What follows belongs to an exercise in optimizing a design on an open flow for small area; a production flow would make more cautious choices.
The RTL was checked by simulation tests, not by an equivalence proof against the original design.

==> design/flow/design.v <==
`timescale 1ns / 1ps
module multiplicador(constante,multiplicador,salida);
input signed [8:0]constante,multiplicador;
output wire[17:0]salida;
assign salida=constante*multiplicador;
endmodule
`timescale 1ns / 1ps
module sumador16bits(entrada1,entrada2,salida);
input [17:0]entrada1,entrada2;
output wire [17:0]salida;
assign salida=entrada1+entrada2;
endmodule
`timescale 1ns / 1ps
module restador8bits(entrada1,entrada2,salida);
input[8:0]entrada1,entrada2;
output wire[8:0]salida;
assign salida=entrada1-entrada2;
endmodule
`timescale 1ns / 1ps
module restador16bits(entrada1,entrada2,salida);
input[17:0]entrada1,entrada2;
output wire[17:0]salida;
assign salida=entrada1-entrada2;
endmodule
`timescale 1ns / 1ps
module registro16bits(clk,rst,ena,dato,guardado);
input clk,ena,rst;
input [17:0]dato;
output reg [17:0]guardado;
always @(posedge clk)
	if(rst)
		guardado<=18'b0;
	else if(ena)
				guardado<=dato;
			else 
				guardado<=guardado;
endmodule
`timescale 1ns / 1ps
module registro8bits(clk,rst,ena,dato,guardado);
input clk,ena,rst;
input [8:0]dato;
output reg [8:0]guardado;
always @(posedge clk)
	if(rst)
		guardado<=8'b0;
	else if(ena)
				guardado<=dato;
			else 
				guardado<=guardado;
endmodule
`timescale 1ns / 1ps
module cuentatiempos(clk,rst1,ena1,salidaz1,salida2);
input clk,rst1,ena1;
output wire salidaz1;
output wire salida2;
reg [19:0] cuenta;
always @(posedge clk)
	if(rst1)
		cuenta<=20'b0;
	else if (ena1)
		cuenta<=cuenta+1'b1;
	else 
		cuenta<=cuenta;
assign salidaz1=(cuenta==20'd25000);
assign salida2=&cuenta[1:0];
endmodule
`timescale 1ns / 1ps
module controldelPID(clk,rst,tiempo,seg,ena1,ena2,ki,kd,kp,rst1,etapa2,etapa3,etapa4);
input clk,tiempo,rst,seg;
output reg ena1,ena2,rst1,etapa2,etapa3,etapa4;
output reg [8:0] ki,kp,kd;
reg [2:0] pres,futu;
	parameter 
	t0=3'b000,
	t1=3'b001,
	t2=3'b010,
	t3=3'b011,
	t4=3'b100,
	t5=3'b101,
	t6=3'b110,
	t7=3'b111;
always @(posedge clk)
	if (rst)
		pres<=0;
	else
		pres<=futu;
always @(pres or tiempo or seg)
	case(pres)
	t0: futu=t1;
	t1: if(seg)
			futu=t2;
		 else
			futu=t1;
	t2: if(seg)
			futu=t3;
		 else
			futu=t2;
	t3: if(seg)
			futu=t4;
		 else
			futu=t3;
	t4: if(seg)
			futu=t5;
		 else
			futu=t4;
	t5:futu=t6;
	t6: futu=t7;
	t7: if(tiempo)
			futu=t0;
		 else
			futu=t7;
	endcase
always @(pres)
	case(pres)
		t0:begin 
			ena1=0;
			ena2=0;
			rst1=1;
			ki=9'd504;
			kp=9'd493;
			kd=9'd436;
			etapa2=0;
			etapa3=0;
			etapa4=0;end
		t1:begin 
			ena1=1;
			ena2=0;
			rst1=0;
			ki=9'd7;
			kp=9'd18;
			kd=9'd150;
			etapa2=0;
			etapa3=0;
			etapa4=0;end
		t2:begin 
			ena1=1;
			ena2=0;
			rst1=0;
			ki=9'd7;
			kp=9'd18;
			kd=9'd150;
			etapa2=1;
			etapa3=0;
			etapa4=0;end
		t3:begin 
			ena1=1;
			ena2=0;
			rst1=0;
			ki=9'd7;
			kp=9'd18;
			kd=9'd150;
			etapa2=0;
			etapa3=1;
			etapa4=0;end
		t4:begin 
			ena1=1;
			ena2=0;
			rst1=0;
			ki=9'd7;
			kp=9'd18;
			kd=9'd150;
			etapa2=0;
			etapa3=0;
			etapa4=1;end
		t5:begin 
			ena1=1;
			ena2=0;
			rst1=0;
			ki=9'd7;
			kp=9'd18;
			kd=9'd150;
			etapa2=0;
			etapa3=0;
			etapa4=0;end
		t6:begin 
			ena1=1;
			ena2=0;
			rst1=0;
			ki=9'd7;
			kp=9'd18;
			kd=9'd150;
			etapa2=0;
			etapa3=0;
			etapa4=0;end
		t7:begin 
			ena1=1;
			ena2=1;
			rst1=0;
			ki=9'd7;
			kp=9'd18;
			kd=9'd150;
			etapa2=0;
			etapa3=0;
			etapa4=0;end
	endcase
endmodule
`timescale 1ns / 1ps
module P(clk,rst,etapa2,kp,yact,propo);
input clk,rst,etapa2;
input signed [8:0]yact,kp;
output wire [17:0]propo;
wire [17:0]salida,guardado;
multiplicador multipique(kp,yact,salida);
registro16bits guarde(clk,rst,etapa2,salida,guardado);
assign propo=guardado; 
endmodule
`timescale 1ns / 1ps
module I(clk,rst,etapa5,etapa2,yact,refe,ki,Isal);
input clk,rst,etapa5,etapa2;
input [8:0]yact,refe,ki;
output wire[17:0] Isal;
wire [8:0]dif;
wire [17:0]kiek,iant,salida,guardado;
restador8bits restador(refe,yact,dif);
multiplicador multip(ki,dif,kiek);
sumador16bits suma(iant,kiek,salida);
registro16bits ianterior(clk,rst,etapa5,guardado,iant);
registro16bits sigue(clk,rst,etapa2,salida,guardado);
assign Isal=guardado;
endmodule
`timescale 1ns / 1ps
module D(clk,rst,etapa5,etapa3,kd,yact,Dsal);
input clk,rst,etapa5,etapa3;
input [8:0]kd,yact;
output wire [17:0]Dsal;
wire [8:0]yant,ysub;
wire [17:0]kdysub,guardado;
registro16bits salidapd(clk,rst,etapa3,kdysub,guardado);
restador8bits ymenos(yact,yant,ysub);
multiplicador multi(kd,ysub,kdysub);
registro8bits anterior(clk,rst,etapa5,yact,yant);
assign Dsal=guardado;
endmodule
`timescale 1ns / 1ps
module PIDgeneral(clk,rst,etapa2,etapa3,etapa4,yactual,referencia,ki,kd,kp,PWMin);
input clk,rst,etapa2,etapa3,etapa4;
input[8:0] yactual,referencia,ki,kd,kp;
output wire [17:0]PWMin;
wire [17:0]Isal,propo,dato,Pids;
P proporcional(clk,rst,etapa2,kp,yactual,propo); 
I integral(clk,rst,etapa4,etapa2,yactual,referencia,ki,Isal); 
restador16bits restPI(Isal,propo,dato); 
registro16bits guardaresta(clk,rst,etapa3,dato,Pids); 
wire [17:0]Dsal,restatodo,fin;
D derivada(clk,rst,etapa4,etapa3,kd,yactual,Dsal); 
restador16bits restPID(Pids,Dsal,restatodo); 
registro16bits guardatodo(clk,rst,etapa4,restatodo,fin); 
assign PWMin=fin;
endmodule
`timescale 1ns / 1ps
module todoPID(clk,rst,yactual,referencia,ena2,PWMin);
input clk,rst;
input [8:0]yactual,referencia;
output wire ena2;
output wire [17:0]PWMin;
wire etapa2,etapa3,etapa4,ena1,seg,tiempo,rst1;
wire [8:0]ki,kp,kd;
PIDgeneral fisico(clk,rst,etapa2,etapa3,etapa4,yactual,referencia,ki,kd,kp,PWMin);
controldelPID FSM(clk,rst,tiempo,seg,ena1,ena2,ki,kd,kp,rst1,etapa2,etapa3,etapa4);
cuentatiempos periodo(clk,rst1,ena1,tiempo,seg); 
endmodule
==> design/flow/run.sh <==
#!/bin/bash
# synth_recipe.tcl (not shown) runs the flow's synth.tcl, then flattens the netlist and writes it again
# the make line also repeats each setting of config.mk as NAME=value (left out here)
make -C /OpenROAD-flow-scripts/flow DESIGN_CONFIG=/design/flow/config.mk WORK_HOME=/design/flow/orfs CLKGATE_MAP_FILE= SYNTH_SCRIPT=/design/flow/synth_recipe.tcl finish
==> design/flow/config.mk <==
export PLATFORM = sky130hd
export DESIGN_NAME = todoPID
export DESIGN_NICKNAME = todoPID
export VERILOG_FILES = /design/flow/design.v
export SDC_FILE = /design/flow/constraint.sdc
export NUM_CORES = 4
export LEC_CHECK = 0
export CAP_MARGIN = 20
export CORE_MARGIN = 2
export CORE_UTILIZATION = 40
export SLEW_MARGIN = 20
==> design/flow/constraint.sdc <==
create_clock -name core_clock -period 10.0 [get_ports {clk}]
set_input_delay 2.0000 -clock core_clock [delete_from_list [all_inputs] [get_ports {clk}]]
set_output_delay 2.0000 -clock core_clock [all_outputs]
set_load 0.01 [all_outputs]
==> out/results.ini, run 1 <==
[placed_design]
dp_cells = 2108
port_buffers = 38
post-place-ws_ns = 1.09
dp_hpwl_mm = 26.7
gp_congestion = 0.828

[global_routing]
grt_max_degree = 82
antenna_found_initial = 0
track_usage_pct = 18.0
grt_pass1_wl_mm = 55.1
first_global_vias = 11000
gr-total-overflow = 0

[yosys]
async_flop_share_pct = 0
ys_types = 67
synth_area_per_cell_um2 = 8.93
ys_ff_latch = 145
synth_edf_count = 0
synth_ff_type = dfxtp_1
synth_nets = 2000
synth.yosys.seq_area_share_pct = 19.8
synthCells = 1640
synth_warnings = 4
netlist_area_um2 = 14700

[cts]
cts_max_level = 4
cts_tree = yes
cts_buffers = 17
cts_root_buf = clkbuf_16
post_cts_buffers = 0
clkTransAtPathRegs_ns = 0.07
postCtsHoldBufs = 0
cts_resized = 0
clockBufferDepth = 2
cts.sinks = 145
clk_latency_ns = 0.44

[sta]
worst_slack_ns = 1.53
rsz0062_at_grt = no
max_freq_mhz = 118
maxSlewViolCount = 0
finalHoldViolations = 0
tns_ns = 0
period_share_pct = 84.7
slew_headroom_pct = 38.7
finalCriticalPeriod_ns = 8.47
tightestPinTransition_ns = 0.919
final-setup-viol-count = 0
clock_skew_ns = 0.0142

[status]
run_status = no timing/DRC/antenna violations

[worst_hold_path]
min_from = fisico.guardatodo.guardado[15]
holdPathStages = 2
worstHoldEndpoint = fisico.guardatodo.guardado[15]
hp-class = flip-flop to flip-flop

[route]
ant_nets = 0
wl_per_cell_um = 15.3
via_per_inst = 5.02
drtIter0Drc = 405
wirelength_mm = 32.8
route.detailed.drc = 0
drtPass1Iterations = 4
vias = 10700

[floorplanning]
dieArea_um2 = 38200
die_x_um = 195
core_um2 = 36300
start_util_pct = 40.3
rows = 70
dieHeight_um = 195
ios = 39

[final_layout]
final_core_util_pct = 44.4
fin_cells = 2138
nets = 2019
n_antenna_cell = 0
area_growth_pct = 10.1
fillCellCount = 3500
drive_gt1_share_pct = 3.53

[setup_path]
r2r_end = fisico.derivada.salidapd.guardado[17]
critPathTopFamily = adder cells
reg2reg_slack_ns = 3.74
path_max_fanout = 5
start_kind = input pin
critical_path.slowest_cell = fa_1
required_ns = 10.38
crit_buf_inv = 6
cp_common_cell = fa_1
crit_arrival_ns = 8.85
cpPeakStageDelay_ns = 0.59
r2r.worst_path.cells = 22
r2r-start = fisico.derivada.anterior.guardado[0]
endpoint_kind = flip-flop
crit_type = input pin to flip-flop

[run]
maxCapViolCount = 0

## registers in the layout, indices dropped and copies added (netlist names)
signal / flops
periodo.cuenta: 20
fisico.guardaresta.guardado: 18
fisico.guardatodo.guardado: 18
fisico.integral.ianterior.guardado: 18
fisico.integral.sigue.guardado: 18
fisico.proporcional.guarde.guardado: 18
fisico.derivada.salidapd.guardado: 17
fisico.derivada.anterior.guardado: 9
FSM.pres: 3
fisico.derivada.multi.constante: 2
FSM.etapa2: 1
FSM.etapa3: 1
FSM.etapa4: 1
ena2: 1
## cells in the mapped netlist (5+ instances only)
master	n	area share, %
clkbuf_1	38	0.97
a31oi_1	11	0.47
nor4_1	5	0.21
nand2_1	76	1.9
a21boi_1	7	0.36
nor2b_1	19	0.81
o21a_1	13	0.67
o311ai_1	5	0.30
xor2_1	33	2.0
nand4_1	9	0.38
o21ai_0	18	0.61
a21o_1	21	1.1
fa_1	148	20
and2_1	30	1.3
or3_1	10	0.43
ha_1	192	16
nor2_1	151	3.9
o21ai_1	30	1.0
xnor2_1	58	3.5
o22ai_1	7	0.30
and3_1	7	0.30
a211oi_1	17	0.87
nor3_1	29	0.99
dfxtp_1	145	20
nand3b_1	5	0.26
nand2b_1	11	0.47
o31ai_1	7	0.36
buf_1	5	0.13
nand3_1	22	0.75
mux2i_1	76	5.2
o21bai_1	7	0.36
inv_1	295	7.6
a21oi_1	66	2.3
## layout make-up
| cell class | count | area [µm²] | share of cell area (%) |
|---|---|---|---|
| Clock buffer | 18 | 429 | 2.66 |
| Clock inverter | 12 | 205 | 1.27 |
| Inverter | 299 | 1120 | 6.96 |
| Multi-Input combinational cell | 1150 | 10400 | 64.8 |
| Sequential cell | 145 | 2910 | 18.0 |
| Tap cell | 468 | 586 | 3.63 |
| Timing Repair Buffer | 46 | 438 | 2.71 |
## metal layers
| layer | vias to the layer above | track usage (%) | wire length, µm |
|---|---|---|---|
| li1 | 5423 | - | - |
| met1 | 5182 | 23.4 | 15700 |
| met2 | 102 | 31.4 | 15800 |
| met3 | 29 | 2.38 | 626 |
| met4 | 0 | 5.00 | 578 |
| met5 | - | 0 | 0 |
## tightest hold or removal path: cells and delay by family (launching register included)
family | cells | cell delay (ns)
compound gates | 1 | 0.05
simple gates | 1 | 0.05
flops | 1 | 0.31
## how the worst max path moves through the flow
| stage | start | to | slack (ns) | cells after the start |
|---|---|---|---|---|
| 6_report | yactual[0] | fisico.integral.sigue.guardado[15] | 1.53 | 27 |
| 5_1_grt | yactual[0] | fisico.integral.sigue.guardado[15] | 1.18 | 27 |
| 4_1_cts | yactual[0] | fisico.integral.sigue.guardado[15] | 1.55 | 27 |
| 3_5_place_dp | yactual[0] | fisico.integral.sigue.guardado[15] | 1.09 | 27 |
| 3_3_place_gp | yactual[0] | fisico.integral.sigue.guardado[15] | 1.24 | 27 |
| 2_1_floorplan | referencia[0] | fisico.integral.sigue.guardado[15] | 2.08 | 27 |
## layout by cell type, fill, tap and decap left out, drive strengths merged, types with 48 or more instances in the layout
cell type / instances
a21oi: 67
dfxtp: 145
fa: 148
ha: 192
inv: 302
mux2i: 76
nand2: 76
nor2: 151
o21ai: 48
xnor2: 58
## per-stage QoR
stage | instance area [µm²] | hold slack [ns]
2_1_floorplan | 14700 | 0.429
4_1_cts | 16100 | 0.464
3_3_place_gp | 15500 | 0.450
6_report | 16100 | 0.460
5_1_grt | 16100 | 0.483
3_5_place_dp | 15500 | 0.453
## kinds of logic after synthesis
family	count (synthesis)	synth area share [%]
adders and majority gates	340	36.6
DFF	145	19.8
and+or+nand+nor	404	13.3
buffers and inverters	345	8.86
AOI/OAI and AO/OA	239	10.7
muxes	76	5.19
xor gates and xnor gates	91	5.44
==> inputs of run 2 (changes only) <==
==> design/flow/design.v (replaced) <==
`timescale 1ns / 1ps
module rca #(parameter N = 8) (a, b, ci, s);
input [N-1:0] a, b;
input ci;
output [N-1:0] s;
wire [N:0] c;
assign c[0] = ci;
genvar i;
generate for (i = 0; i < N; i = i + 1) begin : fa
  assign s[i] = a[i] ^ b[i] ^ c[i];
  assign c[i+1] = (a[i] & b[i]) | (c[i] & (a[i] ^ b[i]));
end endgenerate
endmodule
`timescale 1ns / 1ps
module todoPID(clk,rst,yactual,referencia,ena2,PWMin);
input clk,rst;
input [8:0]yactual,referencia;
output wire ena2;
output reg [17:0]PWMin;
reg [14:0] k;       
reg [17:0] I;       
reg [8:0]  y8;      
reg [8:0]  yp;      
wire last = k[14] & k[13] & k[8] & k[7] & k[5] & k[3] & k[0];  
wire [14:0] kn;
rca #(15) inc(k, 15'd0, 1'b1, kn);
wire [8:0] e;
rca #(9) sub_e(referencia, ~yactual, 1'b1, e);
wire [11:0] e7;
rca #(12) mul7({e[8],e,3'b0}, ~{{3{e[8]}},e}, 1'b1, e7);
wire [17:0] ie;
rca #(18) add_i(I, {{6{e7[11]}},e7}, 1'b0, ie);
wire [8:0] d;
rca #(9) sub_d(yactual, ~yp, 1'b1, d);
wire [12:0] z;    
rca #(13) add_z({{4{y8[8]}},y8}, {yp[8],yp,3'b0}, 1'b0, z);
wire [16:0] z9;   
rca #(17) add_z9({{4{z[12]}},z}, {z[12],z,3'b0}, 1'b0, z9);
wire [10:0] d3;   
rca #(11) add_d3({{2{yp[8]}},yp}, {yp[8],yp,1'b0}, 1'b0, d3);
wire [16:0] s;
rca #(17) add_s(z9, {{6{d3[10]}},d3}, 1'b0, s);
wire [17:0] pw;
rca #(18) add_pw(I, ~{s,1'b0}, 1'b1, pw);
assign ena2 = (k >= 15'd19);
always @(posedge clk)
  if (rst) begin
    k <= 0; I <= 0; yp <= 0; PWMin <= 0;
  end else begin
    k <= last ? 15'd0 : kn;
    if (k == 15'd8) begin
      I <= ie;
      y8 <= yactual;
    end
    if (k == 15'd12) yp <= d;
    if (k == 15'd13) PWMin <= pw;
    if (k == 15'd16) yp <= yactual;
  end
endmodule
--- a/design/flow/config.mk
+++ b/design/flow/config.mk
@@ -8,4 +8,7 @@
 export CAP_MARGIN = 20
 export CORE_MARGIN = 2
 export CORE_UTILIZATION = 40
+export CTS_BUF_LIST = sky130_fd_sc_hd__clkbuf_8
+export CTS_CLUSTER_DIAMETER = 500
+export CTS_CLUSTER_SIZE = 100
 export SLEW_MARGIN = 20
==> run 2 against run 1 <==
Count of clock-buffer cells in the layout is 8 lower. Global-route usage down 3.6 points. Worst hold slack barely moved. Non-clock buffer count shrank 1. Maximum frequency is 12% lower. Critical endpoint is now I[17].
==> out/results.ini, run 2 <==
[status]
run_status = no timing/DRC/antenna violations

[cts]
cts_max_level = 3  ; -1
clockBufferDepth = 2  ; unchanged
cts_root_buf = clkbuf_8
clk_latency_ns = 0.36  ; -0.08 ns
post_cts_buffers = 0  ; unchanged
cts.sinks = 69  ; -52%
cts_buffers = 9  ; -8
clkTransAtPathRegs_ns = 0.08  ; about the same
cts_tree = yes
postCtsHoldBufs = 0  ; unchanged

[final_layout]
drive_gt1_share_pct = 8.30  ; +4.8 points
n_antenna_cell = 0  ; unchanged
final_core_util_pct = 47.4  ; +3.0 points
mostFrequentLayoutCells = 93 x inv_1, 91 x fa_1, 60 x dfxtp_1
area_growth_pct = 15.7
nets = 628  ; -69%
largestRegisters = I (18), PWMin (18), k (15)
final_common_cell = inv_1
fin_cells = 666  ; -69%

[yosys]
synth_area_per_cell_um2 = 11.6  ; +30%
netlist_top_cells_area = fa_1 36%, dfxtp_1 23%, inv_1 6.7%, ha_1 6.1%, edfxtp_1 5.2%
netlist_area_um2 = 5170  ; -65%
async_flop_share_pct = 0  ; unchanged
ys_ff_latch = 69  ; -52%
synth_top_cell_by_area = fa_1
yosysMostFrequentCell = fa_1
synthCells = 444  ; -73%
synth_top_area_share_pct = 36.4  ; +16 points
ys_types = 42  ; -37%
synth_edf_count = 9  ; +9
synth_common_cells = 94 x fa_1, 92 x inv_1, 60 x dfxtp_1
synth_ff_type = dfxtp_1
synth_nets = 583  ; -71%
synth.yosys.seq_area_share_pct = 28.5  ; +8.7 points
synth_warnings = 2  ; -2

[global_routing]
antenna_found_initial = 0  ; unchanged
first_global_vias = 3407  ; -69%
grt_max_degree = 52  ; -37%
gr-total-overflow = 0  ; unchanged
track_usage_pct = 14.4  ; -3.6 points
grt_pass1_wl_mm = 16.0  ; -71%

[route]
wl_per_cell_um = 13.0  ; -15%
vias = 3055  ; -72%
ant_nets = 0  ; unchanged
route.detailed.drc = 0  ; unchanged
wirelength_mm = 8.64  ; -74%
drtIter0Drc = 60  ; -85%
drtPass1Iterations = 4  ; unchanged
via_per_inst = 4.59  ; -8.7%

[setup_path]
crit_type = input pin to flip-flop
endpoint_kind = flip-flop
cp_common_cell = fa_1
start_kind = input pin
cpPeakStageDelay_ns = 0.50  ; -0.09 ns
crit_arrival_ns = 9.92  ; +1.07 ns
required_ns = 10.28  ; -0.10 ns
path_max_fanout = 2  ; -3
critical_path.slowest_cell = fa_1

[placed_design]
gp_congestion = 0.761  ; -8.1%
dp_cells = 650  ; -69%
dp_hpwl_mm = 7.13  ; -73%
port_buffers = 38  ; unchanged

[sta]
slew_headroom_pct = 35.0  ; -3.7 points
max_freq_mhz = 104  ; -12%
hold_ws_ns = 0.460  ; -0.000133 ns
maxSlewViolCount = 0  ; unchanged
final-setup-viol-count = 0  ; unchanged
period_share_pct = 96.4  ; +12 points
finalCriticalPeriod_ns = 9.64  ; +1.17 ns
rsz0062_at_grt = no
clock_skew_ns = 0.00919  ; -0.00498 ns
tightestPinTransition_ns = 0.975  ; +0.0557 ns
finalHoldViolations = 0  ; unchanged

[floorplanning]
ios = 39  ; unchanged
rows = 41  ; -41%
core_um2 = 12600  ; -65%
die_x_um = 118  ; -40%
start_util_pct = 40.9  ; +0.64 points
dieArea_um2 = 13800  ; -64%
dieHeight_um = 118  ; -40%

[run]
maxCapViolCount = 0  ; unchanged

[worst_hold_path]
hp-class = flip-flop to flip-flop

[run 2: cell types whose count changed after synthesis, moves of 54 or more]
cell,before,now
inv_1,295,92
dfxtp_1,145,60
nor2_1,151,28
ha_1,192,25
xnor2_1,58,4
fa_1,148,94
nand2_1,76,13
[run 2: cell type report]
cell class                      count  area (µm²)
Tap cell                          172         215
Inverter                           92         345
Clock inverter                      6        85.1
Fill cell                        1205        6640
Clock buffer                       10         138
Multi-Input combinational cell    272        3300
Sequential cell                    69        1470
Timing Repair Buffer               45         428
[run 2: path summary, 6_finish.rpt]
| kind | from | depth (start not counted) | end | slack, ns |
|---|---|---|---|---|
| worst min-delay path | I[1] | 2 | I[1] | 0.46 |
| worst max-delay path | yactual[0] | 29 | I[17] | 0.36 |
| worst min register to register | I[1] | 2 | I[1] | 0.46 |
| worst max register to register | yp[1] | 22 | PWMin[17] | 1.67 |
[run 2: critical path, delay by kind of cell]
kind,cells,cell delay [ns]
compound gates,1,0.15
xor+xnor,1,0.15
fa+ha+maj,19,6.46
buf+inv,7,0.84
simple gates,1,0.31
[run 2: kinds of logic (layout without fill, tap and decap cells)]
family          Yosys count  in the layout  synth area share, %
mux                      24             24                 4.65
flops                    69             69                 28.5
xor+xnor                  7              7                 1.45
fa+ha+maj               119            119                 42.5
simple gates             84             84                 9.69
buf+inv                 103            153                 7.89
compound gates           38             38                 5.38
[run 2: metrics by stage]
step                area (µm²)  setup TNS (ns)  setup slack, ns
CTS                       5970               0            0.236
detailed placement        5750          -0.155           -0.155
finish                    5980               0            0.359
floorplan                 5170               0            0.587
global route              5980               0           0.0290
global placement          5750         -0.0767          -0.0767
[run 2: repair_timing]
action / CTS / global route
gates resized for setup: 0 / 3
hold endpoints to repair: 0 / 0
endpoints found under the setup margin: 0 / 1
[run 2: layer usage]
metal	GRT usage, %	routed length, µm	vias up
met5	0	0	-
met4	5.65	164	0
met3	3.10	289	15
met2	22.5	3850	43
met1	19.8	4340	1507
li1	-	-	1490
==> inputs of run 3 (changes only) <==
--- a/design/flow/config.mk
+++ b/design/flow/config.mk
@@ -8,7 +8,7 @@
 export CAP_MARGIN = 20
 export CORE_MARGIN = 2
 export CORE_UTILIZATION = 40
-export CTS_BUF_LIST = sky130_fd_sc_hd__clkbuf_8
+export CTS_BUF_LIST = sky130_fd_sc_hd__clkbuf_16
 export CTS_CLUSTER_DIAMETER = 500
 export CTS_CLUSTER_SIZE = 100
 export SLEW_MARGIN = 20
==> run 3 against run 2 <==
Non-clock buffer count is the same. Die area is the same. Register-to-register slack is essentially flat. Largest cell class unchanged.
==> out/results.ini, run 3 <==
[setup_path]
path_max_fanout = 2  ; unchanged
required_ns = 10.26  ; -0.02 ns
reg2reg_slack_ns = 1.67  ; about the same
r2r-start = yp[1]
r2r.worst_path.cells = 22  ; unchanged
critical_path.slowest_cell = fa_1
crit_arrival_ns = 9.91  ; about the same
r2r_end = PWMin[17]
endpoint_kind = flip-flop
crit_type = input pin to flip-flop
cpPeakStageDelay_ns = 0.50  ; about the same
start_kind = input pin
cp_common_cell = fa_1

[floorplanning]
dieHeight_um = 118  ; unchanged
dieArea_um2 = 13800  ; unchanged
rows = 41  ; unchanged
ios = 39  ; unchanged
start_util_pct = 40.9  ; unchanged
die_x_um = 118  ; unchanged
core_um2 = 12600  ; unchanged

[route]
wl_per_cell_um = 13.0  ; +0.37%
route.detailed.drc = 0  ; unchanged
wirelength_mm = 8.67  ; +0.37%
vias = 3041  ; -0.46%
via_per_inst = 4.57  ; -0.46%
ant_nets = 0  ; unchanged
drtIter0Drc = 53  ; -12%
drtPass1Iterations = 4  ; unchanged

[cts]
cts_root_buf = clkbuf_16
cts_tree = yes
post_cts_buffers = 0  ; unchanged
cts_buffers = 9  ; unchanged
clk_latency_ns = 0.34  ; -0.02 ns
cts.sinks = 69  ; unchanged
clkTransAtPathRegs_ns = 0.06  ; -0.02 ns
cts_max_level = 3  ; unchanged
clockBufferDepth = 2  ; unchanged

[sta]
final-setup-viol-count = 0  ; unchanged
maxSlewViolCount = 0  ; unchanged
finalHoldViolations = 0  ; unchanged
hold_ws_ns = 0.457  ; -0.00290 ns
slew_headroom_pct = 33.8  ; -1.2 points
period_share_pct = 96.5  ; about the same
rsz0062_at_grt = no
worst_slack_ns = 0.353  ; -0.00612 ns
max_freq_mhz = 104  ; about the same
tightestPinTransition_ns = 0.993  ; +0.0181 ns
clock_skew_ns = 0.00789  ; -0.00130 ns
finalCriticalPeriod_ns = 9.65  ; +0.00612 ns

[final_layout]
n_antenna_cell = 0  ; unchanged
final_common_cell = inv_1
drive_gt1_share_pct = 8.30  ; unchanged
fin_cells = 666  ; unchanged
area_growth_pct = 17.4
nets = 628  ; unchanged
mostFrequentLayoutCells = 93 x inv_1, 90 x fa_1, 60 x dfxtp_1
largestRegisters = I (18), PWMin (18), k (15)

[yosys]
ys_ff_latch = 69  ; unchanged
synth_compound_area_share_pct = 5.38  ; unchanged
synth_top_family_by_area = adder cells
synth_edf_count = 9  ; unchanged
ys_types = 42  ; unchanged
async_flop_share_pct = 0  ; unchanged
yosys.area_share.simple_pct = 9.69  ; unchanged
synth_xor_xnor_area_share_pct = 1.45  ; unchanged
synth.yosys.seq_area_share_pct = 28.5  ; unchanged
synthAdderAreaFrac_pct = 42.5  ; unchanged
synth_top_area_share_pct = 36.4  ; unchanged
netlist_top_cells_area = fa_1 36%, dfxtp_1 23%, inv_1 6.7%, ha_1 6.1%, edfxtp_1 5.2%
synth_nets = 583  ; unchanged
synth_warnings = 2  ; unchanged
synthCells = 444  ; unchanged
synth_common_cells = 94 x fa_1, 92 x inv_1, 60 x dfxtp_1
yosysMostFrequentCell = fa_1
netlist_area_um2 = 5170  ; unchanged
synth_top_cell_by_area = fa_1
synth_ff_type = dfxtp_1
synth_area_per_cell_um2 = 11.6  ; unchanged
synth_mux_area_share_pct = 4.65  ; unchanged

[global_routing]
gr-total-overflow = 0  ; unchanged
grt_max_degree = 52  ; unchanged
grt_pass1_wl_mm = 16.0  ; +0.22%
track_usage_pct = 14.5  ; +0.061 points
antenna_found_initial = 0  ; unchanged
first_global_vias = 3408  ; +0.029%

[worst_hold_path]
holdPathStages = 2  ; unchanged
min_from = I[1]
hp-class = flip-flop to flip-flop
worstHoldEndpoint = I[1]

[placed_design]
dp_hpwl_mm = 7.13  ; unchanged
port_buffers = 38  ; unchanged
post-place-ws_ns = -0.155  ; unchanged
dp_cells = 650  ; unchanged
gp_congestion = 0.761  ; unchanged

[status]
run_status = no timing/DRC/antenna violations

[run]
maxCapViolCount = 0  ; unchanged

==> run 3: cell count changes in the layout (fill, tap and decap cells not counted) <==
cell and change:
clkbuf_16 +10, fa_2 +1, clkbuf_8 -10, fa_1 -1, clkinv_1 +1, bufinv_16 -1
==> run 3: how the worst max path moves through the flow <==
stage | from | to | slack [ns] | depth (start not counted)
2_1_floorplan | referencia[0] | I[17] | 0.59 | 29
3_3_place_gp | referencia[0] | I[17] | -0.08 | 30
3_5_place_dp | referencia[0] | I[17] | -0.15 | 30
4_1_cts | yactual[0] | I[17] | 0.20 | 29
5_1_grt | yactual[0] | I[17] | 0.03 | 29
6_report | yactual[0] | I[17] | 0.35 | 29
==> run 3: metrics by stage <==
| step | area (µm²) | TNS [ns] | utilization, % |
|---|---|---|---|
| floorplan | 5170 | 0 | - |
| global placement | 5750 | -0.0767 | 45.5 |
| detailed placement | 5750 | -0.155 | 45.5 |
| CTS | 6060 | 0 | 48.0 |
| global route | 6070 | 0 | 48.1 |
| finish | 6070 | 0 | 48.1 |
==> run 3: final cells by class <==
type / instances / area [µm²]
sequential: 69 / 1470
clock buffer: 10 / 250
tap: 172 / 215
timing repair buffer: 45 / 428
clock inverter: 6 / 58.8
multi-input combinational: 272 / 3300
inverter: 92 / 345
fill: 1193 / 6550
==> run 3: cells by family (layout without fill, tap and decap cells) <==
| kind of cell | after synthesis | count (layout) |
|---|---|---|
| and+or+nand+nor | 84 | 84 |
| AOI/OAI and AO/OA | 38 | 38 |
| DFF | 69 | 69 |
| adders and majority gates | 119 | 119 |
| muxes | 24 | 24 |
| xor gates and xnor gates | 7 | 7 |
| buffers and inverters | 103 | 153 |
==> run 3: timing repair <==
action                                  CTS  global route
hold buffers                              0             0
resized for setup                         0             4
endpoints found under the setup margin    0             1
==> run 3: critical path, delay by kind of cell <==
kind / cells / cell delay [ns]
compound gates: 1 / 0.15
xor+xnor: 1 / 0.15
fa+ha+maj: 19 / 6.44
buf+inv: 7 / 0.84
simple gates: 1 / 0.31
==> run 3: per-layer routing <==
layer	global-route usage, %	part of all wire (%)	vias to the layer above
met1	19.8	51	1491
met3	3.25	3.4	13
met5	0	0	-
li1	-	-	1492
met4	5.87	1.9	0
met2	22.4	44	45
==> inputs of run 4 (changes only) <==
--- a/design/flow/config.mk
+++ b/design/flow/config.mk
@@ -8,7 +8,4 @@
 export CAP_MARGIN = 20
 export CORE_MARGIN = 2
 export CORE_UTILIZATION = 40
-export CTS_BUF_LIST = sky130_fd_sc_hd__clkbuf_16
-export CTS_CLUSTER_DIAMETER = 500
-export CTS_CLUSTER_SIZE = 100
 export SLEW_MARGIN = 20
==> run 4 against run 3 <==
Still clean. Synthesized cell count unchanged. Via count increased by 0.59%. Cell area grew 0.16%. First-iteration DRC count increased by 19%. Cell count unchanged. Critical endpoint unchanged. Highest routed layer unchanged.
==> out/results.ini, run 4 <==
[status]
run_status = no timing/DRC/antenna violations

[cts]
clkTransAtPathRegs_ns = 0.06  ; about the same
cts_buffers = 9  ; unchanged
clockBufferDepth = 2  ; unchanged
clk_latency_ns = 0.34  ; about the same
cts.sinks = 69  ; unchanged
cts_max_level = 3  ; unchanged
cts_tree = yes
cts_root_buf = clkbuf_16
post_cts_buffers = 0  ; unchanged

[yosys]
synth_warnings = 2  ; unchanged
synthCells = 444  ; unchanged
synth_common_cells = 94 x fa_1, 92 x inv_1, 60 x dfxtp_1
synth_top_area_share_pct = 36.4  ; unchanged
netlist_top_cells_area = fa_1 36%, dfxtp_1 23%, inv_1 6.7%, ha_1 6.1%, edfxtp_1 5.2%
async_flop_share_pct = 0  ; unchanged
synth_edf_count = 9  ; unchanged
netlist_area_um2 = 5170  ; unchanged
synth_nets = 583  ; unchanged
yosysMostFrequentCell = fa_1
synth_top_cell_by_area = fa_1
synth.yosys.seq_area_share_pct = 28.5  ; unchanged
ys_ff_latch = 69  ; unchanged
synth_ff_type = dfxtp_1
synth_area_per_cell_um2 = 11.6  ; unchanged
ys_types = 42  ; unchanged

[route]
drtPass1Iterations = 4  ; unchanged
vias = 3059  ; +0.59%
drtIter0Drc = 63  ; +19%
wl_per_cell_um = 13.1  ; +0.23%
via_per_inst = 4.59  ; +0.59%
route.detailed.drc = 0  ; unchanged
wirelength_mm = 8.69  ; +0.23%
ant_nets = 0  ; unchanged

[worst_hold_path]
min_from = PWMin[1]
hp-class = flip-flop to flip-flop

[final_layout]
nets = 628  ; unchanged
area_growth_pct = 17.6
mostFrequentLayoutCells = 92 x inv_1, 90 x fa_1, 60 x dfxtp_1
largestRegisters = I (18), PWMin (18), k (15)
final_common_cell = inv_1
fillCellCount = 1195  ; +0.17%
drive_gt1_share_pct = 8.50  ; +0.20 points
n_antenna_cell = 0  ; unchanged

[sta]
finalCriticalPeriod_ns = 9.64  ; -0.00404 ns
period_share_pct = 96.4  ; about the same
tns_ns = 0  ; unchanged
slew_headroom_pct = 33.5  ; -0.32 points
finalHoldViolations = 0  ; unchanged
maxSlewViolCount = 0  ; unchanged
tightestPinTransition_ns = 0.998  ; +0.00478 ns
clock_skew_ns = 0.00716  ; -0.000734 ns
final-setup-viol-count = 0  ; unchanged
max_freq_mhz = 104  ; about the same
rsz0062_at_grt = no

[global_routing]
track_usage_pct = 14.4  ; -0.040 points
gr-total-overflow = 0  ; unchanged
grt_max_degree = 52  ; unchanged
first_global_vias = 3390  ; -0.53%
antenna_found_initial = 0  ; unchanged
grt_pass1_wl_mm = 16.0  ; -0.17%

[setup_path]
critPathTopFamily = adder cells
critical_path.slowest_cell = fa_1
cpPeakStageDelay_ns = 0.50  ; about the same
cp_common_cell = fa_1
critPathLaunch = yactual[0]
crit_buf_inv = 7  ; unchanged
start_kind = input pin
r2r-start = yp[0]
path_max_fanout = 2  ; unchanged
crit_type = input pin to flip-flop
endpoint_kind = flip-flop
crit_arrival_ns = 9.90  ; about the same
required_ns = 10.26  ; about the same

[placed_design]
port_buffers = 38  ; unchanged
dp_hpwl_mm = 7.13  ; unchanged
gp_congestion = 0.761  ; unchanged

[floorplanning]
core_um2 = 12600  ; unchanged
dieHeight_um = 118  ; unchanged
start_util_pct = 40.9  ; unchanged
rows = 41  ; unchanged
dieArea_um2 = 13800  ; unchanged
ios = 39  ; unchanged
die_x_um = 118  ; unchanged

[run]
maxCapViolCount = 0  ; unchanged

-- run 4: cell counts after synthesis --
Identical to the previous run, type by type.
-- run 4: through the flow --
stage                     setup slack [ns]  cell area, µm²  std cells  util (%)  hold slack (ns)
after floorplan                      0.587            5170        444         -            0.432
after global placement             -0.0767            5750        650      45.5            0.439
after detailed placement            -0.155            5750        650      45.5            0.453
after CTS                            0.202            6070        666      48.1            0.460
after global routing                0.0313            6080        666      48.2            0.490
final                                0.357            6080        666      48.2            0.457
-- run 4: what timing repair did --
item,CTS,global route
setup endpoints to repair,0,1
hold buffers,0,0
gates resized for setup,0,4
-- run 4: final timing paths --
kind,end,slack [ns],cells after the start
setup / recovery,I[17],0.36,29
hold / removal,PWMin[1],0.46,2
setup reg to reg,PWMin[17],1.66,22
hold reg to reg,PWMin[1],0.46,2
-- run 4: tightest hold or removal path, cell delays in order (launching register included) --
cell and delay, ns:
dfxtp_1 0.31, nand2_1 0.05, a21oi_1 0.05
-- run 4: final cells by class --
class,count,area (µm²),area share [%]
clock buffer,12,268,4.41
clock inverter,4,51.3,0.844
inverter,92,345,5.68
multi-input combinational,272,3300,54.3
sequential,69,1470,24.2
tap,172,215,3.54
timing repair buffer,45,428,7.04
-- run 4: metal layers --
metal	up-vias	wire length, µm	GRT usage, %
met1	1508	4380	19.9
met3	13	300	3.10
met5	-	0	0
li1	1490	-	-
met4	0	168	5.87
met2	48	3840	22.3
-- run 4: cells by family (layout without fill, tap and decap cells) --
group	count (synthesis)	after routing	share of synthesized area [%]
AOI/OAI and AO/OA	38	38	5.38
muxes	24	24	4.65
and+or+nand+nor	84	84	9.69
adders and majority gates	119	119	42.5
DFF	69	69	28.5
xor gates and xnor gates	7	7	1.45
buffers and inverters	103	153	7.89
==> inputs of run 5 (changes only) <==
==> design/flow/design.v (replaced) <==
`timescale 1ns / 1ps
module rca #(parameter N = 8) (a, b, ci, s);
input [N-1:0] a, b;
input ci;
output [N-1:0] s;
wire [N:0] c;
assign c[0] = ci;
genvar i;
generate for (i = 0; i < N; i = i + 1) begin : fa
  assign s[i] = a[i] ^ b[i] ^ c[i];
  assign c[i+1] = (a[i] & b[i]) | (c[i] & (a[i] ^ b[i]));
end endgenerate
endmodule
`timescale 1ns / 1ps
module todoPID(clk,rst,yactual,referencia,ena2,PWMin);
input clk,rst;
input [8:0]yactual,referencia;
output reg ena2;
output reg [17:0]PWMin;
reg [5:0]  L;
reg [8:0]  H;
reg [17:0] I;       
reg [8:0]  yp;      
wire w = ena2;
wire k8  = ~w & L[3] & ~L[2] & ~L[1] & ~L[0];
wire k12 = ~w & L[3] &  L[2] & ~L[1] & ~L[0];
wire k13 = ~w & L[3] &  L[2] & ~L[1] &  L[0];
wire k16 = ~w & L[4] & ~L[1] & ~L[0];
wire k18 = ~w & L[4] &  L[1];
wire last = w & H[8] & H[7] & H[2] & H[1] & L[5] & L[3] & L[0];  
wire [5:0] Ln;
rca #(6) incl(L, 6'd0, 1'b1, Ln);
wire [8:0] Hn;
rca #(9) inch(H, 9'd0, w & (&L), Hn);
wire [8:0] e;
rca #(9) sub_e(referencia, ~yactual, 1'b1, e);
wire [8:0] eg = e & {9{k8}};
wire [11:0] e7;
rca #(12) mul7({eg[8],eg,3'b0}, ~{{3{eg[8]}},eg}, 1'b1, e7);
wire [17:0] ie;
rca #(18) add_i(I, {{6{e7[11]}},e7}, 1'b0, ie);
wire [8:0] d;
rca #(9) sub_d(yactual, ~yp, 1'b1, d);
wire [12:0] z;    
rca #(13) add_z({{4{H[8]}},H}, {yp[8],yp,3'b0}, 1'b0, z);
wire [16:0] z9;   
rca #(17) add_z9({{4{z[12]}},z}, {z[12],z,3'b0}, 1'b0, z9);
wire [10:0] d3;   
rca #(11) add_d3({{2{yp[8]}},yp}, {yp[8],yp,1'b0}, 1'b0, d3);
wire [16:0] s;
rca #(17) add_s(z9, {{6{d3[10]}},d3}, 1'b0, s);
wire [17:0] pw;
rca #(18) add_pw(I, ~{s,1'b0}, 1'b1, pw);
always @(posedge clk) begin
  if (rst | last) begin
    L <= 0; ena2 <= 0;
  end else begin
    L <= Ln;
    if (k18) ena2 <= 1'b1;
  end
  if (k8) H <= yactual;
  else if (w) H <= Hn;
  else if (L[4]) H <= 0;
  if (rst) begin
    I <= 0; yp <= 0; PWMin <= 0;
  end else begin
    I <= ie;
    if (k12) yp <= d;
    if (k13) PWMin <= pw;
    if (k16) yp <= yactual;
  end
end
endmodule
==> run 5 against run 4 <==
Still clean. Area after synthesis down 7.7%. Clock skew about the same. Count of clock-buffer cells in the layout down 1. Via count down 1.4%. Sequential share of layout area down 0.78 points. Wire length up 2.7%. Highest routed layer unchanged.
==> out/results.ini, run 5 <==
[status]
run_status = no timing/DRC/antenna violations

[placed_design]
port_buffers = 38  ; unchanged
dp_cells = 618  ; -4.9%
gp_congestion = 0.802  ; +5.5%
dp_hpwl_mm = 7.16  ; +0.38%
post-place-ws_ns = -0.357  ; -0.202 ns

[yosys]
synth_nets = 579  ; -0.69%
synth_ff_type = dfxtp_1
synth_edf_count = 9  ; unchanged
ys_types = 35  ; -17%
ys_ff_latch = 61  ; -12%
yosysMostFrequentCell = fa_1
synth_common_cells = 94 x fa_1, 84 x inv_1, 57 x nand2_1
synth_warnings = 2  ; unchanged
netlist_area_um2 = 4770  ; -7.7%
synth_top_cell_by_area = fa_1
synthCells = 444  ; unchanged
synth_top_area_share_pct = 39.5  ; +3.0 points
synth_area_per_cell_um2 = 10.7  ; -7.7%
synth.yosys.seq_area_share_pct = 27.5  ; -0.98 points
async_flop_share_pct = 0  ; unchanged
netlist_top_cells_area = fa_1 39%, dfxtp_1 22%, inv_1 6.6%, edfxtp_1 5.7%, ha_1 5.5%

[floorplanning]
die_x_um = 113  ; -3.8%
start_util_pct = 41.4  ; +0.47 points
ios = 39  ; unchanged
rows = 39  ; -4.9%
core_um2 = 11500  ; -8.7%
dieArea_um2 = 12800  ; -7.4%
dieHeight_um = 113  ; -3.8%

[worst_hold_path]
holdPathStages = 2  ; unchanged
worstHoldEndpoint = PWMin[7]
hp-class = flip-flop to flip-flop
min_from = PWMin[7]

[cts]
clkTransAtPathRegs_ns = 0.05  ; about the same
cts_tree = yes
cts_root_buf = clkbuf_16
clk_latency_ns = 0.34  ; about the same
cts.sinks = 61  ; -12%
cts_buffers = 9  ; unchanged
cts_max_level = 3  ; unchanged
clockBufferDepth = 2  ; unchanged
postCtsHoldBufs = 0  ; unchanged

[final_layout]
largestRegisters = I (18), PWMin (18)
n_antenna_cell = 0  ; unchanged
nets = 621  ; -1.1%
drive_gt1_share_pct = 7.33  ; -1.2 points
area_growth_pct = 17.3
fin_cells = 634  ; -4.8%
final_common_cell = fa_1
mostFrequentLayoutCells = 88 x fa_1, 84 x inv_1, 57 x nand2_1

[run]
maxCapViolCount = 0  ; unchanged

[sta]
maxSlewViolCount = 0  ; unchanged
hold_ws_ns = 0.452  ; -0.00532 ns
slew_headroom_pct = 37.0  ; +3.5 points
final-setup-viol-count = 0  ; unchanged
worst_slack_ns = 0.348  ; -0.00963 ns
finalCriticalPeriod_ns = 9.65  ; +0.00963 ns
period_share_pct = 96.5  ; about the same
rsz0062_at_grt = no
clock_skew_ns = 0.00740  ; +0.000240 ns
tightestPinTransition_ns = 0.945  ; -0.0523 ns
max_freq_mhz = 104  ; about the same
finalHoldViolations = 0  ; unchanged

[route]
via_per_inst = 4.76  ; +3.6%
wirelength_mm = 8.93  ; +2.7%
wl_per_cell_um = 14.1  ; +7.9%
drtIter0Drc = 131  ; +110%
route.detailed.drc = 0  ; unchanged
drtPass1Iterations = 15  ; +11
ant_nets = 0  ; unchanged
vias = 3016  ; -1.4%

[setup_path]
reg2reg_slack_ns = 1.97  ; +0.31 ns
endpoint_kind = flip-flop
crit_arrival_ns = 9.84  ; -0.06 ns
required_ns = 10.19  ; -0.07 ns
critical_path.slowest_cell = clkdlybuf4s50_1
r2r-start = yp[1]
crit_type = input pin to flip-flop
start_kind = input pin
cp_common_cell = fa_1
path_max_fanout = 2  ; unchanged
r2r_end = PWMin[17]
r2r.worst_path.cells = 22  ; unchanged
cpPeakStageDelay_ns = 0.49  ; about the same

[global_routing]
gr-total-overflow = 0  ; unchanged
first_global_vias = 3392  ; +0.059%
grt_max_degree = 48  ; -7.7%
antenna_found_initial = 0  ; unchanged
grt_pass1_wl_mm = 15.9  ; -0.39%
track_usage_pct = 16.2  ; +1.8 points

## run 5: through the flow
step	utilization [%]	TNS, ns	instance area [µm²]
after floorplan	-	0	4770
after global placement	46.1	-0.280	5310
after detailed placement	46.1	-0.509	5310
after CTS	48.4	0	5570
after global routing	48.6	0	5600
final	48.6	0	5600
## run 5: metal layers
metal  global-route usage, %  up-vias  part of all wire, %
li1                        -     1446                    -
met1                    20.7     1515                   45
met2                    26.9       46                   49
met3                    3.91        9                  4.6
met4                    6.26        0                  1.5
met5                       0        -                    0
## run 5: cell type report
| type | count | area, µm² |
|---|---|---|
| repair buffers | 47 | 443 |
| multi-input cells | 283 | 3090 |
| well taps | 143 | 179 |
| clock inverters | 5 | 27.5 |
| inverters | 84 | 315 |
| fillers | 1047 | 5920 |
| clock buffers | 11 | 233 |
| flip-flops and latches | 61 | 1310 |
## run 5: what timing repair did
action	CTS	global route
endpoints found under the setup margin	0	2
endpoints found under the hold margin	0	0
resized for setup	0	7
setup buffers	0	0
## run 5: cells by family after synthesis
family / synth area share (%)
AOI/OAI and AO/OA: 6.95
xor gates and xnor gates: 2.12
adders and majority gates: 45.0
buffers and inverters: 8.24
DFF: 27.5
and+or+nand+nor: 10.2
## run 5: worst max path at each step
stage / startpoint / endpoint
CTS: yactual[0] / I[17]
global route: yactual[0] / I[17]
detailed placement: yactual[0] / I[17]
finish: yactual[0] / I[17]
floorplan: referencia[0] / I[17]
global placement: yactual[0] / I[17]
## run 5: critical path, delay by kind of cell
kind,cells,cell delay (ns)
buffers and inverters,6,0.78
and+or+nand+nor,2,0.13
xor gates and xnor gates,2,0.31
adders and majority gates,19,6.63
==> inputs of run 6 (changes only) <==
==> design/flow/flow/run.sh (new file) <==
#!/bin/bash
# Own layout flow: the standard synthesis, then full adders used in the
# polarity that needs fewer inverters (flow/fixpol.py), then the standard
# layout steps with a smaller clock tree and smaller port buffers.
set -euo pipefail
R=orfs/results/$FLOW_PLATFORM/todoPID/base
export CTS_ARGS="-sink_clustering_enable -repair_clock_nets -dont_use_dummy_load -buf_list sky130_fd_sc_hd__clkbuf_8"
export BUFFER_PORTS_ARGS="-buffer_cell sky130_fd_sc_hd__buf_1"
bash standard.sh synth > synth.log 2>&1
cp $R/1_2_yosys.v yosys_before_fixpol.v
python3 flow/fixpol.py $R/1_2_yosys.v > fixpol.log 2>&1
rm -f $R/1_synth.odb
bash standard.sh finish > layout.log 2>&1
==> design/flow/flow/fixpol.py (new file) <==
#!/usr/bin/env python3
"""Push inverters through full-adder cells of a flat Yosys netlist.

A full adder is self-dual: FA(~a, ~b, ~c) = (~sum, ~cout). For each
sky130 fa cell, try using it in the other polarity (complementing its three
inputs and both outputs) and keep the change when the netlist ends up with
fewer inverter cells. The logic function of every net that existed before is
unchanged; only inverters are added or removed around the full adders.

usage: fixpol.py NETLIST.v  (rewrites the file in place)
"""
import copy, re, sys

INV = 'sky130_fd_sc_hd__inv_1'

def parse(text):
    cell_re = re.compile(r'^[ \t]*(sky130_fd_sc_hd__\w+)\s+(\S+)\s*\((.*?)\);[ \t]*\n', re.S | re.M)
    cells = {}
    order = []
    spans = []
    for m in cell_re.finditer(text):
        pins = {}
        for p, v in re.findall(r'\.(\w+)\(\s*(.*?)\s*\)', m.group(3), re.S):
            pins[p] = v.strip()
        cells[m.group(2)] = {'type': m.group(1), 'pins': pins}
        order.append(m.group(2))
        spans.append((m.start(), m.end()))
    return cells, order, spans

OUTS = ('X', 'Y', 'Q', 'Q_N', 'SUM', 'COUT', 'HI', 'LO')

def is_inv(c):
    return re.search(r'__(clk)?inv_\d+$', c['type']) is not None

class Net:
    def __init__(self, cells, fixed):
        self.cells = cells
        self.fixed = fixed
        self.n = 0
        self.rebuild()
    def rebuild(self):
        self.drv = {}
        self.lds = {}
        for name, c in self.cells.items():
            for p, v in c['pins'].items():
                if p in OUTS:
                    self.drv[v] = name
                else:
                    self.lds.setdefault(v, set()).add((name, p))
    def connect(self, cell, pin, net):
        old = self.cells[cell]['pins'].get(pin)
        if old is not None:
            if pin in OUTS:
                if self.drv.get(old) == cell:
                    del self.drv[old]
            else:
                self.lds.get(old, set()).discard((cell, pin))
        self.cells[cell]['pins'][pin] = net
        if pin in OUTS:
            self.drv[net] = cell
        else:
            self.lds.setdefault(net, set()).add((cell, pin))
    def remove(self, cell):
        for p, v in self.cells[cell]['pins'].items():
            if p in OUTS:
                if self.drv.get(v) == cell:
                    del self.drv[v]
            else:
                self.lds.get(v, set()).discard((cell, p))
        del self.cells[cell]
    def fresh(self, base):
        while True:
            self.n += 1
            name = '_fp%s%d_' % (base, self.n)
            if name not in self.drv and name not in self.lds:
                return name
    def new_inv(self, a):
        y = self.fresh('n')
        name = self.fresh('i')
        self.cells[name] = {'type': INV, 'pins': {}}
        self.connect(name, 'A', a)
        self.connect(name, 'Y', y)
        return y
    def inv_of(self, net):
        for (c, p) in self.lds.get(net, ()):
            if p == 'A' and is_inv(self.cells[c]):
                return self.cells[c]['pins']['Y']
        return None
    def move_loads(self, src, dst):
        for (c, p) in list(self.lds.get(src, ())):
            self.connect(c, p, dst)
    def flip(self, f):
        pins = self.cells[f]['pins']
        for p in ('A', 'B', 'CIN'):
            x = pins[p]
            d = self.drv.get(x)
            if d is not None and is_inv(self.cells[d]):
                self.connect(f, p, self.cells[d]['pins']['A'])
            else:
                y = self.inv_of(x) or self.new_inv(x)
                self.connect(f, p, y)
        for p in ('SUM', 'COUT'):
            o = pins[p]
            o2 = self.fresh('o')
            self.connect(f, p, o2)
            for (c, q) in list(self.lds.get(o, ())):
                if c in self.cells and q == 'A' and is_inv(self.cells[c]) \
                        and self.cells[c]['pins']['Y'] not in self.fixed:
                    t = self.cells[c]['pins']['Y']
                    self.remove(c)
                    self.move_loads(t, o2)
            if self.lds.get(o) or o in self.fixed:
                name = self.fresh('i')
                self.cells[name] = {'type': INV, 'pins': {}}
                self.connect(name, 'A', o2)
                self.connect(name, 'Y', o)
        self.cleanup()
    def cleanup(self):
        changed = True
        while changed:
            changed = False
            for name in list(self.cells):
                c = self.cells.get(name)
                if c is None or not is_inv(c):
                    continue
                y = c['pins']['Y']
                if not self.lds.get(y) and y not in self.fixed:
                    self.remove(name); changed = True; continue
                d = self.drv.get(c['pins']['A'])
                if d is not None and is_inv(self.cells[d]) and y not in self.fixed:
                    self.move_loads(y, self.cells[d]['pins']['A'])
                    self.remove(name); changed = True
    def ninv(self):
        return sum(1 for c in self.cells.values() if is_inv(c))

def main():
    path = sys.argv[1]
    text = open(path).read()
    cells, order, spans = parse(text)
    body = text[:spans[0][0]] + ''.join(
        text[spans[i][1]:spans[i + 1][0]] for i in range(len(spans) - 1)) + text[spans[-1][1]:]
    fixed = set()
    for m in re.finditer(r'^\s*(input|output|inout)\s+(\[[^\]]*\]\s*)?([^;]+);', body, re.M):
        for n in m.group(3).split(','):
            n = n.strip()
            if m.group(2):
                lo, hi = sorted(int(x) for x in re.findall(r'\d+', m.group(2)))
                fixed.update('%s[%d]' % (n, i) for i in range(lo, hi + 1))
            fixed.add(n)
    for m in re.finditer(r'^\s*assign\s+(.*?);', body, re.M | re.S):
        for tok in re.findall(r'\\\S+|[A-Za-z_][\w$]*(?:\s*\[\d+\])?', m.group(1)):
            fixed.add(re.sub(r'\s+', '', tok))
    net = Net(cells, fixed)
    before = net.ninv()
    fas = [n for n in order if re.search(r'__fa_\d+$', cells[n]['type'])]
    # carry chains: runs of full adders linked COUT -> CIN (through at most one inverter)
    def nxt(nt, f):
        o = nt.cells[f]['pins']['COUT']
        for (c, p) in nt.lds.get(o, ()):
            if p == 'CIN' and c in fas:
                return c
            if p == 'A' and is_inv(nt.cells[c]):
                for (c2, p2) in nt.lds.get(nt.cells[c]['pins']['Y'], ()):
                    if p2 == 'CIN' and c2 in fas:
                        return c2
        return None
    def chains(nt):
        succ = {f: nxt(nt, f) for f in fas}
        heads = set(fas) - set(v for v in succ.values() if v)
        out = []
        for h in heads:
            ch = [h]
            while succ[ch[-1]] and len(ch) < 64:
                ch.append(succ[ch[-1]])
            out.append(ch)
        return out
    for it in range(20):
        improved = False
        cands = [[f] for f in fas]
        for ch in chains(net):
            for i in range(len(ch)):
                for j in range(i + 2, len(ch) + 1):
                    cands.append(ch[i:j])
        for group in cands:
            if any(f not in net.cells for f in group):
                continue
            trial = copy.deepcopy(net)
            for f in group:
                trial.flip(f)
            if trial.ninv() < net.ninv():
                net = trial
                improved = True
        if not improved:
            break
    after = net.ninv()
    # write back: header/wires/assigns as they were, then every cell
    nets_new = sorted({v for c in net.cells.values() for v in c['pins'].values() if v.startswith('_fp')})
    head_end = body.index(';', body.index('module')) + 1
    decl = ''.join('  wire %s;\n' % n for n in nets_new)
    endm = body.rindex('endmodule')
    out = body[:head_end] + '\n' + decl + body[head_end:endm]
    for name, c in net.cells.items():
        pins = ',\n'.join('    .%s(%s )' % (p, v) for p, v in c['pins'].items())
        out += '  %s %s (\n%s\n  );\n' % (c['type'], name, pins)
    out += body[endm:]
    open(path, 'w').write(out)
    print('fixpol: %d full adders, inverters %d -> %d' % (len(fas), before, after))

main()
==> design/flow/standard.sh (new file) <==
#!/bin/bash
# synth_recipe.tcl (not shown) runs the flow's synth.tcl, then flattens the netlist and writes it again
# the make line also repeats each setting of config.mk as NAME=value (left out here)
make -C /OpenROAD-flow-scripts/flow DESIGN_CONFIG=/design/flow/config.mk WORK_HOME=/design/flow/orfs CLKGATE_MAP_FILE= SYNTH_SCRIPT=/design/flow/synth_recipe.tcl "${@:-finish}"
removed: design/flow/run.sh
==> run 6 against run 5 <==
Largest cell class unchanged. Area after synthesis shrank 2.2%. Utilization down 3.9 points. Critical path type unchanged. Die area down 2.1%. Maximum frequency fell by 0.46%. First-iteration DRC count shrank 11%. Count of clock-buffer cells in the layout shrank 2. Highest routed layer unchanged. Wire length is 5.7% lower. Worst hold slack got worse by 0.00093 ns. Clock skew rose by 0.011 ns. Via count down 4.8%.
==> out/results.ini, run 6 <==
[setup_path]
endpoint_kind = flip-flop
required_ns = 10.19  ; about the same
critical_path.slowest_cell = fa_1
reg2reg_slack_ns = 1.77  ; -0.20 ns
crit_type = input pin to flip-flop
path_max_fanout = 2  ; unchanged
r2r_end = PWMin[17]
cpPeakStageDelay_ns = 0.51  ; +0.02 ns
cp_common_cell = fa_1
start_kind = input pin
crit_arrival_ns = 9.89  ; +0.05 ns
r2r-start = yp[1]
r2r.worst_path.cells = 22  ; unchanged

[sta]
finalHoldViolations = 0  ; unchanged
rsz0062_at_grt = no
hold_ws_ns = 0.451  ; -0.000932 ns
period_share_pct = 97.0  ; +0.44 points
tightestPinTransition_ns = 0.892  ; -0.0531 ns
maxSlewViolCount = 0  ; unchanged
finalCriticalPeriod_ns = 9.70  ; +0.0442 ns
clock_skew_ns = 0.0181  ; +0.0107 ns
max_freq_mhz = 103  ; -0.46%
tns_ns = 0  ; unchanged
slew_headroom_pct = 40.4  ; +3.4 points
final-setup-viol-count = 0  ; unchanged

[final_layout]
final_common_cell = fa_1
area_growth_pct = 9.36
n_antenna_cell = 0  ; unchanged
largestRegisters = I (18), PWMin (18)
drive_gt1_share_pct = 5.71  ; -1.6 points
nets = 592  ; -4.7%
design_area_um2 = 5100  ; -8.9%
mostFrequentLayoutCells = 94 x fa_1, 57 x nand2_1, 56 x inv_1

[cts]
clockBufferDepth = 2  ; unchanged
cts_root_buf = clkbuf_8
postCtsHoldBufs = 0  ; unchanged
cts_tree = yes
cts_max_level = 3  ; unchanged
clkTransAtPathRegs_ns = 0.06  ; about the same
clk_latency_ns = 0.33  ; about the same
cts_buffers = 9  ; unchanged
cts.sinks = 61  ; unchanged

[run]
maxCapViolCount = 0  ; unchanged

[floorplanning]
rows = 39  ; unchanged
die_x_um = 112  ; -1.1%
core_um2 = 11400  ; -0.85%
dieHeight_um = 112  ; -1.1%
start_util_pct = 40.9  ; -0.57 points
ios = 39  ; unchanged
dieArea_um2 = 12500  ; -2.1%

[route]
drtIter0Drc = 117  ; -11%
via_per_inst = 4.80  ; +0.96%
wirelength_mm = 8.41  ; -5.7%
ant_nets = 0  ; unchanged
drtPass1Iterations = 4  ; -11
wl_per_cell_um = 14.1  ; about the same
route.detailed.drc = 0  ; unchanged
vias = 2872  ; -4.8%

[yosys]
synthCells = 416  ; -6.3%
synth_area_per_cell_um2 = 11.2  ; +4.4%
netlist_area_um2 = 4660  ; -2.2%
synth_nets = 551  ; -4.8%
synth_warnings = 2  ; unchanged

[status]
run_status = no timing/DRC/antenna violations

[worst_hold_path]
holdPathStages = 2  ; unchanged
min_from = PWMin[8]
hp-class = flip-flop to flip-flop
worstHoldEndpoint = PWMin[8]

[global_routing]
first_global_vias = 3154  ; -7.0%
grt_max_degree = 48  ; unchanged
grt_pass1_wl_mm = 14.8  ; -7.1%
track_usage_pct = 15.1  ; -1.1 points
antenna_found_initial = 0  ; unchanged
gr-total-overflow = 0  ; unchanged

[placed_design]
dpl_cell_area_um2 = 4970  ; -6.5%
gp_congestion = 0.769  ; -4.2%
port_buffers = 38  ; unchanged
dp_hpwl_mm = 6.77  ; -5.5%

==> run 6: stage by stage <==
stage / worst slack, ns / utilization (%) / cells
6_report: 0.304 / 44.7 / 598
5_1_grt: 0.0218 / 44.7 / 598
4_1_cts: 0.260 / 44.6 / 598
3_5_place_dp: -0.0844 / 43.5 / 589
3_3_place_gp: -0.0296 / 43.5 / 589
2_1_floorplan: 0.327 / - / 416
==> run 6: timing repair <==
| item | 4_1_cts | 5_1_grt |
|---|---|---|
| setup endpoints to repair | 0 | 1 |
| buffers inserted | 0 | 0 |
| gates resized for setup | 0 | 1 |
==> run 6: layer usage <==
| metal | wire [µm] | global-route usage [%] | part of all wire (%) |
|---|---|---|---|
| met1 | 3940 | 19.9 | 47 |
| met2 | 4130 | 25.5 | 49 |
| met3 | 237 | 3.16 | 2.8 |
| met4 | 105 | 4.39 | 1.2 |
| met5 | 0 | 0 | 0 |
==> run 6: worst max-delay path by stage <==
| stage | endpoint | cells past startpoint | slack (ns) | startpoint |
|---|---|---|---|---|
| after floorplan | I[17] | 27 | 0.33 | referencia[0] |
| after global placement | I[17] | 26 | -0.03 | yactual[0] |
| after detailed placement | I[17] | 26 | -0.08 | yactual[0] |
| after CTS | I[17] | 26 | 0.26 | yactual[0] |
| after global routing | I[17] | 26 | 0.02 | yactual[0] |
| final | I[17] | 26 | 0.30 | yactual[0] |
==> run 6: area by class of cell <==
class / instances / area, µm²
repair buffers: 46 / 204
clock buffers: 9 / 124
multi-input cells: 283 / 3070
fillers: 1125 / 6320
well taps: 143 / 179
flip-flops and latches: 61 / 1310
inverters: 56 / 210
==> run 6: worst max-delay path, delay by kind of cell <==
kind | cells | cell delay (ns)
xor+xnor | 2 | 0.30
fa+ha+maj | 19 | 7.12
buf+inv | 3 | 0.23
simple gates | 2 | 0.22

==> separate check: timing with driven ports <==
No port has a modelled driver above. Below, the same layouts with a new extraction and two added sets of constraints.
Step 1: set_driving_cell puts a clkbuf_16 on clk and a buf_2 on each other input, an assumption about the parent block.
Step 2 times the ports against the registers' clock, not the clock port: input delays grow and output delays shrink by t, the midpoint of the rising clock arrivals with the driver on.
a / b / c = ideal / step 1 / step 2; a / b = the first two.
run	t (ns)	slack for setup (ns)	worst setup path after step 2	worst register clock-pin slew, ns	pins driven straight from the clock port
run 1	0.479	1.528 / 1.523 / 1.043	input to register	0.07 / 0.07	1
run 2	0.388	0.359 / 0.368 / -0.019	input to register	0.08 / 0.08	1
run 3	0.372	0.353 / 0.366 / -0.006	input to register	0.06 / 0.06	1
run 4	0.372	0.357 / 0.370 / -0.002	input to register	0.06 / 0.06	1
run 5	0.371	0.348 / 0.358 / -0.013	input to register	0.05 / 0.05	1
run 6	0.356	0.304 / 0.316 / -0.040	input to register	0.07 / 0.07	1
With both steps, setup timing fails in 5 of these runs, where it was met with ideal ports. For run 1, which loses most, drivers alone change the setup slack by -0.005 ns; drivers and shift together by -0.485 ns.
